From an optimization exercise on the open Yosys and OpenROAD flow, aimed at small area, a short achievable clock period and few clock cycles; shortcuts taken in it are not production practice.
Only simulation tests tie the RTL to the original design; equivalence was not proved.
Power is estimated from default activity; no workload was simulated.

## wip/fjord
Design MU0, start of the top module:
module MU0 ( Addr, Dout, Halted, Rd, Wr, cc, fetch, regC, Clk, Din,
     Reset, srcC );
output  Halted, Rd, Wr, fetch;
input  Clk, Reset;
output [11:0]  Addr;
output [1:0]  cc;
output [15:0]  Dout;
output [15:0]  regC;
input [15:0]  Din;
input [1:0]  srcC;
reg  [15:0] ir;       
reg  [15:0] acc;      
reg  [11:0] pc;       
reg         dec;      
reg         pend;     
reg         sub;      
reg         lda;      
reg         halt;
reg         z;        
wire n = acc[15];
wire [2:0] op = ir[14:12];
wire mem_op = ~op[2];
wire is_sta = mem_op & ~op[1] & op[0];
wire is_jmp = op[2] & ~(op[1] & op[0]);
wire is_stp = &op;
wire taken = is_jmp & (~(op[1] | op[0]) | (op[0] & ~n) | (op[1] & ~z));
wire halted = halt | (dec & is_stp);
wire fet = ~halt & (~dec | is_jmp);
wire use_s = dec & (mem_op | taken);
assign Addr = use_s ? ir[11:0] : pc;
wire [11:0] ic;
assign ic[0] = Addr[0];
genvar j;
generate for (j = 1; j < 12; j = j + 1) begin : inc
  assign ic[j] = ic[j-1] & Addr[j];
end endgenerate
wire inv_d = dec & mem_op & op[1] & op[0];
always @(posedge Clk)
  ir <= Din ^ {16{inv_d}};
always @(posedge Clk or posedge Reset)
  if (Reset) begin
    pc <= 12'd0;
    dec <= 1'b0;
    pend <= 1'b0;
    sub <= 1'b0;
    halt <= 1'b0;
  end else begin
    if (fet) pc <= Addr ^ {ic[10:0], 1'b1};
    dec <= fet;
    pend <= dec & mem_op & ~is_sta;
    sub <= inv_d;
    halt <= halted;
  end
always @(posedge Clk or posedge Reset)
  if (Reset) lda <= 1'b1;
  ...
clock: 9.0 ns
lec_check: 0
cap_margin: 20
core_margin: 2
core_utilization: 40
slew_margin: 20
standard.sh (not shown) runs the stock make flow with config.mk's settings and CLKGATE_MAP_FILE= SYNTH_SCRIPT=/design/flow/synth_recipe.tcl, a recipe that flattens the netlist after the stock synthesis.
==> flow/flow/run.sh <==
#!/bin/bash
# Layout flow: the standard flow (standard.sh) with
#  - synthesis mapped by flow/abc.script (area-oriented ABC mapping), no
#    full/half-adder cell extraction, and the regC multiplexer (MU0_regc)
#    mapped on its own before the design is flattened,
#  - sky130_fd_sc_hd__buf_1 as the port buffer cell, sized up by repair,
#  - repair_timing aiming at a setup slack of 4.75 ns (a period of 4.25 ns),
#  - 60% core utilization.
# The whole make output goes to flow.log in the work folder; ORFS's own
# per-step logs are under orfs/logs/.
set -euo pipefail
W=$(pwd)
F=$W/flow
export MY_ABC_SCRIPT=$F/abc.script
export MY_ABC_DONTUSE="sky130_fd_sc_hd__maj3_1 sky130_fd_sc_hd__maj3_2 sky130_fd_sc_hd__maj3_4"
bash "$W/standard.sh" \
  SYNTH_SCRIPT="$F/synth.tcl" \
  ADDER_MAP_FILE= \
  SYNTH_KEEP_MODULES=MU0_regc \
  CORE_UTILIZATION=60 \
  SETUP_SLACK_MARGIN=4.75 \
  "BUFFER_PORTS_ARGS=-buffer_cell sky130_fd_sc_hd__buf_1" \
  finish > "$W/flow.log" 2>&1
==> flow/flow/abc.script <==
strash
&get -n
&dch -f
&nf -D 3000
&put
topo
stime -c
==> flow/flow/synth.tcl <==
proc synth {args} { yosys synth -nofsm -noshare {*}$args }
proc abc {args} {
  set i [lsearch $args -script]
  if {$i >= 0} { set args [lreplace $args $i [expr {$i+1}] -script $::env(MY_ABC_SCRIPT)] }
  if {[info exists ::env(MY_ABC_DONTUSE)]} {
    foreach c $::env(MY_ABC_DONTUSE) { lappend args -dont_use $c }
  }
  yosys abc {*}$args
}
source $::env(SCRIPTS_DIR)/synth.tcl
# left out here: clear keep_hierarchy, flatten, clean up, hide names made inside functions, write 1_2_yosys.v
Testbench counts of wip/fjord, summed over its fixed seeds: cycles 48,860.
Setup changes, wip/fjord to wip/onyx
diff --git a/flow/flow/run.sh b/flow/flow/run.sh
--- a/flow/flow/run.sh
+++ b/flow/flow/run.sh
@@ -8 +8,2 @@
-#  - 60% core utilization.
+#  - 60% core utilization,
+#  - clock tree synthesis without dummy load cells.
@@ -20,0 +22 @@
+  "CTS_ARGS=-sink_clustering_enable -repair_clock_nets -dont_use_dummy_load" \
wip/onyx finished every stage and its layout cleared the timing, DRC and antenna checks.
Changes observed in wip/onyx relative to wip/fjord: number of standard cells in the final layout excluding fillers now sits lower; overall power lower; final layout net count about even.
wip/onyx vs. wip/fjord: via count of the first global-routing pass went down by 21; non-clock buffer count went down by 1; fraction of final layout cells sized beyond drive strength 1 went down by 1.3 points; cell area after layout went down by about 2.7%.

-- port drivers added, routing unchanged --
No port has a modelled driver above. Below, the same layouts with a new extraction and two added sets of constraints. Step 1 sets driving cells, clkbuf_16 on the clock port and buf_2 on the other inputs (assumed; they add their load-dependent delay and slew). Step 2 also shifts input and output timing later by t, the mid clock arrival at the registers, as if the neighbouring blocks saw the same clock. Slacks: ideal / step 1 / step 2; pairs: ideal / step 1.
| run | t, ns | setup WS [ns] | hold WS [ns] | worst setup path at the end |
|---|---|---|---|---|
| wip/fjord | 0.331 | 4.786 / 4.763 / 4.763 | 0.532 / 0.532 / 0.532 | input to output |
| wip/onyx | 0.320 | 4.797 / 4.769 / 4.769 | 0.531 / 0.531 / 0.531 | input to output |
After both steps setup and hold are still met in every run listed. For wip/onyx, which loses most, drivers alone change the setup slack by -0.028 ns; drivers and shift together by -0.028 ns.
